Source: an optimization exercise on an open RTL-to-GDS flow (aim: small area). Production flows keep margins and buffers that such runs may drop. Only simulation tests tie the RTL to the original design; equivalence was not proved. Power figures rest on the tool's default switching activity, not on a simulated workload.

## job 8500
Design ReactionTimer, start of the top module:
module ReactionTimer(
    input clk,
    input rst,
    input ck_rst,
    input [3:0] btn,
    output ck_io0,
    output ck_io1,
    output ck_io2,
    output ck_io3,
    output ck_io4,
    output ck_io5,
    output ck_io6,
    output ck_io7,
    output ck_io8,
    output ck_io9,
    output ck_io10,
    output ck_io11,
    output [3:0] leds
  );
  localparam [2:0] S_A = 3'b000, S_B = 3'b001, S_C0 = 3'b010, S_C1 = 3'b011,
                   S_D0 = 3'b100, S_D1 = 3'b101, S_E0 = 3'b111, S_E1 = 3'b110;
  reg [2:0] st;
  reg [6:0] P;
  reg [2:0] Q;
  reg [2:0] BK;
  reg [1:0] BT;
  reg [13:0] R;
  reg L;
  wire tick = (P[4:0] == 5'b10110);
  wire scan = tick & ~Q[2] & ~Q[0];
  wire bk_end = BT[1] & BT[0] & BK[2] & ~BK[0];
  wire blink = scan & bk_end & (R[3:0] == 4'd0);
  wire waiting = ~st[2] & ~st[1];
  wire in_c0 = (st == S_C0);
  wire in_c1 = (st == S_C1);
  wire bcd = st[2];
  wire in_e = st[2] & st[1];
  wire in_e1 = (st == S_E1);
  wire ledon = st[2] & (st[1] | st[0]);
  always @(posedge clk)
  begin
    if (rst)
    begin
      P <= 7'd22;
      Q <= 3'b000;
      BK[2:0] <= 3'b010;
    end
    else
    begin
      P <= tick ? 7'd36 : {P[5:0], P[6] ^ P[0]};
      if (tick)
        Q <= {Q[1:0], ~Q[2] & ~Q[1]};
      if (scan)
      begin
        BK[2] <= bk_end | BK[1];
        if (waiting)
          BK[1:0] <= bk_end ? 2'b00 : {BK[0], BK[1] ^ BT[1]};
        else
          BK[1:0] <= {BK[0] & in_e1, ~BK[1] & in_e1};
      end
    end
  end
  wire fbit = ~(R[0] ^ R[13] ^ R[2]);
  wire done = (&R[12:0]) & (BT[1] | ~BT[0]);
  wire in_d = st[2] & ~st[1];
  wire cin = waiting | (tick & (in_d | (in_c1 & BT[1])));
  wire [3:0] d0 = R[3:0], d1 = R[7:4], d2 = R[11:8], d3 = {BT, R[13:12]};
  ...
Size: about 33 flip-flops, ~23 I/O pins, ~1700 um2 of cells after synthesis.
==> module ReactionTimer, before the edit <==
module ReactionTimer(
    input clk,
    input rst,
    input ck_rst,
    input [3:0] btn,
    output ck_io0,
    output ck_io1,
    output ck_io2,
    output ck_io3,
    output ck_io4,
    output ck_io5,
    output ck_io6,
    output ck_io7,
    output ck_io8,
    output ck_io9,
    output ck_io10,
    output ck_io11,
    output [3:0] leds
  );
  localparam [2:0] S_A = 3'b000, S_B = 3'b001, S_C0 = 3'b010, S_C1 = 3'b011,
                   S_D0 = 3'b100, S_D1 = 3'b101, S_E0 = 3'b111, S_E1 = 3'b110;
  reg [2:0] st;
  reg [6:0] P;
  reg [2:0] Q;
  reg [2:0] BK;
  reg [1:0] BT;
  reg [13:0] R;
  reg L;
  wire tick = (P[4:0] == 5'b10110);
  wire scan = tick & ~Q[2] & ~Q[0];
  wire bk_end = BT[1] & BT[0] & BK[2] & ~BK[0];
  wire blink = scan & bk_end & (R[3:0] == 4'd0);
  wire waiting = ~st[2] & ~st[1];
  wire in_c0 = (st == S_C0);
  wire in_c1 = (st == S_C1);
  wire bcd = st[2];
  wire in_e = st[2] & st[1];
  wire in_e1 = (st == S_E1);
  wire ledon = st[2] & (st[1] | st[0]);
  always @(posedge clk)
  begin
    if (rst)
    begin
      P <= 7'd22;
      Q <= 3'b000;
      BK[2:0] <= 3'b010;
    end
    else
    begin
      P <= tick ? 7'd36 : {P[5:0], P[6] ^ P[0]};
      if (tick)
        Q <= {Q[1:0], ~Q[2] & ~Q[1]};
      if (scan)
      begin
        BK[2] <= bk_end | BK[1];
        if (waiting)
          BK[1:0] <= bk_end ? 2'b00 : {BK[0], BK[1] ^ BT[1]};
        else
          BK[1:0] <= {BK[0] & in_e1, ~BK[1] & in_e1};
      end
    end
  end
  wire fbit = ~(R[0] ^ R[13] ^ R[2]);
  wire done = (&R[12:0]) & (BT[1] | ~BT[0]);
  wire in_d = st[2] & ~st[1];
  wire cin = waiting | (tick & (in_d | (in_c1 & BT[1])));
  wire [3:0] d0 = R[3:0], d1 = R[7:4], d2 = R[11:8], d3 = {BT, R[13:12]};
  wire at8191 = d3[3] & ~d3[0] & d2[0] & d1[3] & d1[0] & (d0 == 4'd1);
  wire [3:0] gc;
  wire [13:0] sum;
  assign gc[0] = cin;
  genvar k;
  generate
    for (k = 0; k < 3; k = k + 1)
    begin : grp
      wire [3:0] g = R[4*k+3:4*k];
      wire c1 = gc[k] & g[0];
      wire c2 = c1 & g[1];
      wire c3 = c2 & g[2];
      wire m = bcd & c1 & g[3];
      assign gc[k+1] = bcd ? m : (c3 & g[3]);
      assign sum[4*k] = g[0] ^ (gc[k] | in_c0);
      assign sum[4*k+1] = (g[1] ^ (c1 | in_c0)) & ~m;
      assign sum[4*k+2] = g[2] ^ (c2 | in_c0);
      assign sum[4*k+3] = (g[3] ^ (c3 | in_c0)) & ~m;
    end
  endgenerate
  wire t1 = gc[3] & R[12];
  wire t2 = t1 & R[13] & bcd;
  wire t3 = t2 & BT[0];
  assign sum[12] = R[12] ^ (gc[3] & ~(bcd & BT[1]));
  assign sum[13] = R[13] ^ t1;
  wire clr = (in_c1 & done) | (in_d & tick & at8191);
  always @(posedge clk)
  begin
    if (rst | clr)
      R <= 14'b11_0000_0000_0000;
    else
      R <= sum;
  end
  always @(posedge clk)
  begin
    if (rst)
      BT <= 2'b11;
    else if (clr)
      BT <= 2'b11;
    else if (waiting)
    begin
      if (scan)
        BT <= bk_end ? 2'b10 : {BT[0], BK[2]};
    end
    else if (in_c0)
      BT <= {tick, fbit};
    else
      BT <= {BT[1] ^ (in_c1 ? tick : t3), BT[0] ^ t2};
  end
  always @(posedge clk)
  begin
    if (rst)
      st <= S_A;
    else
    begin
      case (st)
        S_A:  if (!ck_rst) st <= S_B;
        S_B:  if (ck_rst) st <= S_C0;
        S_C0: st <= S_C1;
        S_C1: if (done) st <= S_D0;
        S_D0: st <= btn[0] ? S_E0 : S_D1;
        S_D1: if (btn[0]) st <= S_E0;
        S_E0: if (scan) st <= S_E1;
        default: st <= S_E1;
      endcase
    end
  end
  always @(posedge clk)
  begin
    if (rst)
      L <= 1'b1;
    else if (bcd)
      L <= 1'b1;
    else if (waiting & blink)
      L <= ~L;
  end
  assign leds = {{3{L & ~ledon}}, L};
  wire [1:0] dsel = BK[1:0];
  wire [3:0] lit = {in_e1 & (dsel == 2'b10), in_e1 & (dsel == 2'b11),
                    in_e1 & (dsel == 2'b01), in_e1 & (dsel == 2'b00)};
  wire [3:0] dig = ({4{lit[0]}} & d0) | ({4{lit[1]}} & d1) |
                   ({4{lit[2]}} & d2) | ({4{lit[3]}} & d3);
  wire [6:0] seg;
  assign seg[6] = ~((~dig[3] & ~dig[2] & ~dig[1] & dig[0]) | (dig[3] & dig[2]) | (dig[2] & ~dig[1] & ~dig[0]));
  assign seg[5] = (~dig[3] & dig[1] & dig[0]) | (~dig[2]) | (~dig[1] & ~dig[0]);
  assign seg[4] = ~((dig[3] & dig[2]) | (~dig[2] & dig[1] & ~dig[0]));
  assign seg[3] = ~((~dig[3] & ~dig[2] & ~dig[1] & dig[0]) | (dig[2] & ~dig[1] & ~dig[0]) | (dig[2] & dig[1] & dig[0]));
  assign seg[2] = ~((dig[2] & ~dig[1]) | (dig[0]));
  assign seg[1] = ~((~dig[3] & ~dig[2] & dig[0]) | (~dig[2] & dig[1]) | (dig[1] & dig[0]));
  assign seg[0] = ~((~dig[3] & ~dig[2] & ~dig[1]) | (dig[2] & dig[1] & dig[0]));
  wire [6:0] segs = seg;
  assign {ck_io3, ck_io2, ck_io1, ck_io0} = ~lit;
  assign {ck_io4, ck_io5, ck_io6, ck_io7, ck_io8, ck_io9, ck_io10} = segs;
  assign ck_io11 = 1'b0;
endmodule
==> flow/config.mk <==
export PLATFORM = sky130hd
export DESIGN_NAME = ReactionTimer
export DESIGN_NICKNAME = ReactionTimer
export VERILOG_FILES = /design/flow/design.v
export SDC_FILE = /design/flow/constraint.sdc
export NUM_CORES = 4
export LEC_CHECK = 0
export CAP_MARGIN = 20
export CORE_MARGIN = 2
export CORE_UTILIZATION = 40
export SLEW_MARGIN = 20
==> flow/constraint.sdc <==
create_clock -name core_clock -period 20.0 [get_ports {clk}]
set_input_delay 4.0000 -clock core_clock [delete_from_list [all_inputs] [get_ports {clk}]]
set_output_delay 4.0000 -clock core_clock [all_outputs]
set_load 0.01 [all_outputs]
standard.sh (not shown) runs the stock make flow with config.mk's settings and CLKGATE_MAP_FILE= SYNTH_SCRIPT=/design/flow/synth_recipe.tcl, a recipe that flattens the netlist after the stock synthesis.
==> flow/flow/run.sh <==
#!/bin/bash
# Layout flow: the standard ORFS flow with these changes.
#  - Synthesis is the standard flow's (same passes, same registers) except that ABC
#    maps the combinational logic with an area-oriented script (area.abc).
#  - Port buffers are sky130_fd_sc_hd__buf_1 cells.
#  - Clock tree: clkbuf_4 buffers, no dummy loads.
# Each tool's output goes to its own log file in this folder.
set -euo pipefail
W=$PWD
# ORFS synth.tcl with ABC's script argument replaced by flow/area.abc
sed "/log_cmd abc {\*}\$abc_args/i set abc_args [lreplace \$abc_args 1 1 $W/flow/area.abc]" \
  "$FLOW_HOME/scripts/synth.tcl" > "$W/synth_area.tcl"
grep -q "flow/area.abc" "$W/synth_area.tcl"
# The standard flow's synthesis script, sourcing the modified synth.tcl
sed "s#^source \$::env(SCRIPTS_DIR)/synth.tcl#source $W/synth_area.tcl#" synth_recipe.tcl > "$W/synth_top.tcl"
grep -q "synth_area.tcl" "$W/synth_top.tcl"
# The standard flow's layout script, using that synthesis script
sed "s#SYNTH_SCRIPT=[^ ]*#SYNTH_SCRIPT=$W/synth_top.tcl#" standard.sh > "$W/layout.sh"
grep -q "synth_top.tcl" "$W/layout.sh"
export BUFFER_PORTS_ARGS="-buffer_cell sky130_fd_sc_hd__buf_1"
export CTS_ARGS="-sink_clustering_enable -repair_clock_nets -buf_list sky130_fd_sc_hd__clkbuf_4 -dont_use_dummy_load"
bash "$W/layout.sh" > "$W/layout.log" 2>&1
==> flow/flow/area.abc <==
strash
&get -n
&st
&deepsyn -J 100
&put
dch -f
amap
topo
Setup changes, job 8500 to job 1778
--- a/flow/design.v
+++ b/flow/design.v
@@ -58,18 +58,18 @@
           BK[1:0] <= bk_end ? 2'b00 : {BK[0], BK[1] ^ BT[1]};
         else
           BK[1:0] <= {BK[0] & in_e1, ~BK[1] & in_e1};
       end
     end
   end
-  wire fbit = ~(R[0] ^ R[13] ^ R[2]);
+  wire fbit = R[0] ^ R[13] ^ R[12] ^ R[2];
   wire done = (&R[12:0]) & (BT[1] | ~BT[0]);
   wire in_d = st[2] & ~st[1];
   wire cin = waiting | (tick & (in_d | (in_c1 & BT[1])));
   wire [3:0] d0 = R[3:0], d1 = R[7:4], d2 = R[11:8], d3 = {BT, R[13:12]};
-  wire at8191 = d3[3] & ~d3[0] & d2[0] & d1[3] & d1[0] & (d0 == 4'd1);
+  wire at8191 = d3[3] & d2[0] & d1[3] & d1[0] & (d0 == 4'd1);
   wire [3:0] gc;
   wire [13:0] sum;
   assign gc[0] = cin;
   genvar k;
   generate
     for (k = 0; k < 3; k = k + 1)
@@ -86,28 +86,28 @@
       assign sum[4*k+3] = (g[3] ^ (c3 | in_c0)) & ~m;
     end
   endgenerate
   wire t1 = gc[3] & R[12];
   wire t2 = t1 & R[13] & bcd;
   wire t3 = t2 & BT[0];
-  assign sum[12] = R[12] ^ (gc[3] & ~(bcd & BT[1]));
-  assign sum[13] = R[13] ^ t1;
+  assign sum[12] = R[12] ^ (gc[3] | in_c0);
+  assign sum[13] = R[13] ^ (t1 | in_c0);
   wire clr = (in_c1 & done) | (in_d & tick & at8191);
   always @(posedge clk)
   begin
     if (rst | clr)
-      R <= 14'b11_0000_0000_0000;
+      R <= 14'd0;
     else
       R <= sum;
   end
   always @(posedge clk)
   begin
     if (rst)
       BT <= 2'b11;
     else if (clr)
-      BT <= 2'b11;
+      BT <= 2'b00;
     else if (waiting)
     begin
       if (scan)
         BT <= bk_end ? 2'b10 : {BT[0], BK[2]};
     end
     else if (in_c0)
@@ -141,23 +141,33 @@
       L <= 1'b1;
     else if (waiting & blink)
       L <= ~L;
   end
   assign leds = {{3{L & ~ledon}}, L};
   wire [1:0] dsel = BK[1:0];
-  wire [3:0] lit = {in_e1 & (dsel == 2'b10), in_e1 & (dsel == 2'b11),
-                    in_e1 & (dsel == 2'b01), in_e1 & (dsel == 2'b00)};
-  wire [3:0] dig = ({4{lit[0]}} & d0) | ({4{lit[1]}} & d1) |
-                   ({4{lit[2]}} & d2) | ({4{lit[3]}} & d3);
+  wire [3:0] d3b = (d3 == 4'd0) ? 4'd15 : d3;
+  reg [3:0] dig;
+  always @( * )
+  begin
+    case (dsel)
+      2'b00: dig = d0;
+      2'b01: dig = d1;
+      2'b11: dig = d2;
+      default: dig = d3b;
+    endcase
+  end
   wire [6:0] seg;
   assign seg[6] = ~((~dig[3] & ~dig[2] & ~dig[1] & dig[0]) | (dig[3] & dig[2]) | (dig[2] & ~dig[1] & ~dig[0]));
   assign seg[5] = (~dig[3] & dig[1] & dig[0]) | (~dig[2]) | (~dig[1] & ~dig[0]);
   assign seg[4] = ~((dig[3] & dig[2]) | (~dig[2] & dig[1] & ~dig[0]));
   assign seg[3] = ~((~dig[3] & ~dig[2] & ~dig[1] & dig[0]) | (dig[2] & ~dig[1] & ~dig[0]) | (dig[2] & dig[1] & dig[0]));
   assign seg[2] = ~((dig[2] & ~dig[1]) | (dig[0]));
   assign seg[1] = ~((~dig[3] & ~dig[2] & dig[0]) | (~dig[2] & dig[1]) | (dig[1] & dig[0]));
   assign seg[0] = ~((~dig[3] & ~dig[2] & ~dig[1]) | (dig[2] & dig[1] & dig[0]));
   wire [6:0] segs = seg;
-  assign {ck_io3, ck_io2, ck_io1, ck_io0} = ~lit;
+  assign ck_io0 = ~(in_e1 & (dsel == 2'b00));
+  assign ck_io1 = ~(in_e1 & (dsel == 2'b01));
+  assign ck_io2 = ~(in_e1 & (dsel == 2'b11));
+  assign ck_io3 = ~(in_e1 & (dsel == 2'b10));
   assign {ck_io4, ck_io5, ck_io6, ck_io7, ck_io8, ck_io9, ck_io10} = segs;
   assign ck_io11 = 1'b0;
 endmodule
[summary]
Summary of the comparison: worst-case reg-to-reg path depth is lower in job 1778, relative to job 8500.
Diff job 1778 and job 8500: switching share of power higher in job 1778
Adder-cell area share of the yosys netlist, job 1778 and job 8500: lower on job 1778
The lower combinational fraction of design power of job 1778 and job 8500 is in job 8500.
Taking job 8500 as the reference, in job 1778 final wirelength increased about 6.6%; worst setup margin rose 280 ps; sequential share of layout area has decreased.
On job 1778: leakage dissipation is 0.0099 nW higher than what job 8500 gave.
Comparing job 1778 with job 8500, the clock tree cell share of total cell area came out essentially unchanged.
Cell count on job 1778 is up relative to job 8500.
Job 1778 vs job 8500: worst ir drop on vdd down by more than a quarter

-- static timing again, ports no longer ideal --
The flow's constraints put no driver on any port. The routed layouts listed below were extracted and timed again, unchanged, in two steps.
Step 1, drivers: a clkbuf_16 drives clk and a buf_2 each remaining input, both assumed.
Step 2 times the ports against the registers' clock, not the clock port: input delays grow and output delays shrink by t, the midpoint of the rising clock arrivals with the driver on.
Slacks: ideal / step 1 / step 2; pairs: ideal / step 1.
run | t, ns | setup slack, ns | worst hold slack (ns) | worst register clock-pin slew, ns | worst data-port slew with drivers (ns)
job 8500 | 0.344 | 12.943 / 12.919 / 13.262 | 0.452 / 0.452 / 0.452 | 0.10 / 0.10 | 0.03
job 1778 | 0.357 | 13.227 / 13.203 / 13.560 | 0.428 / 0.428 / 0.428 | 0.11 / 0.11 | 0.03
After both steps setup and hold are still met in every run listed.
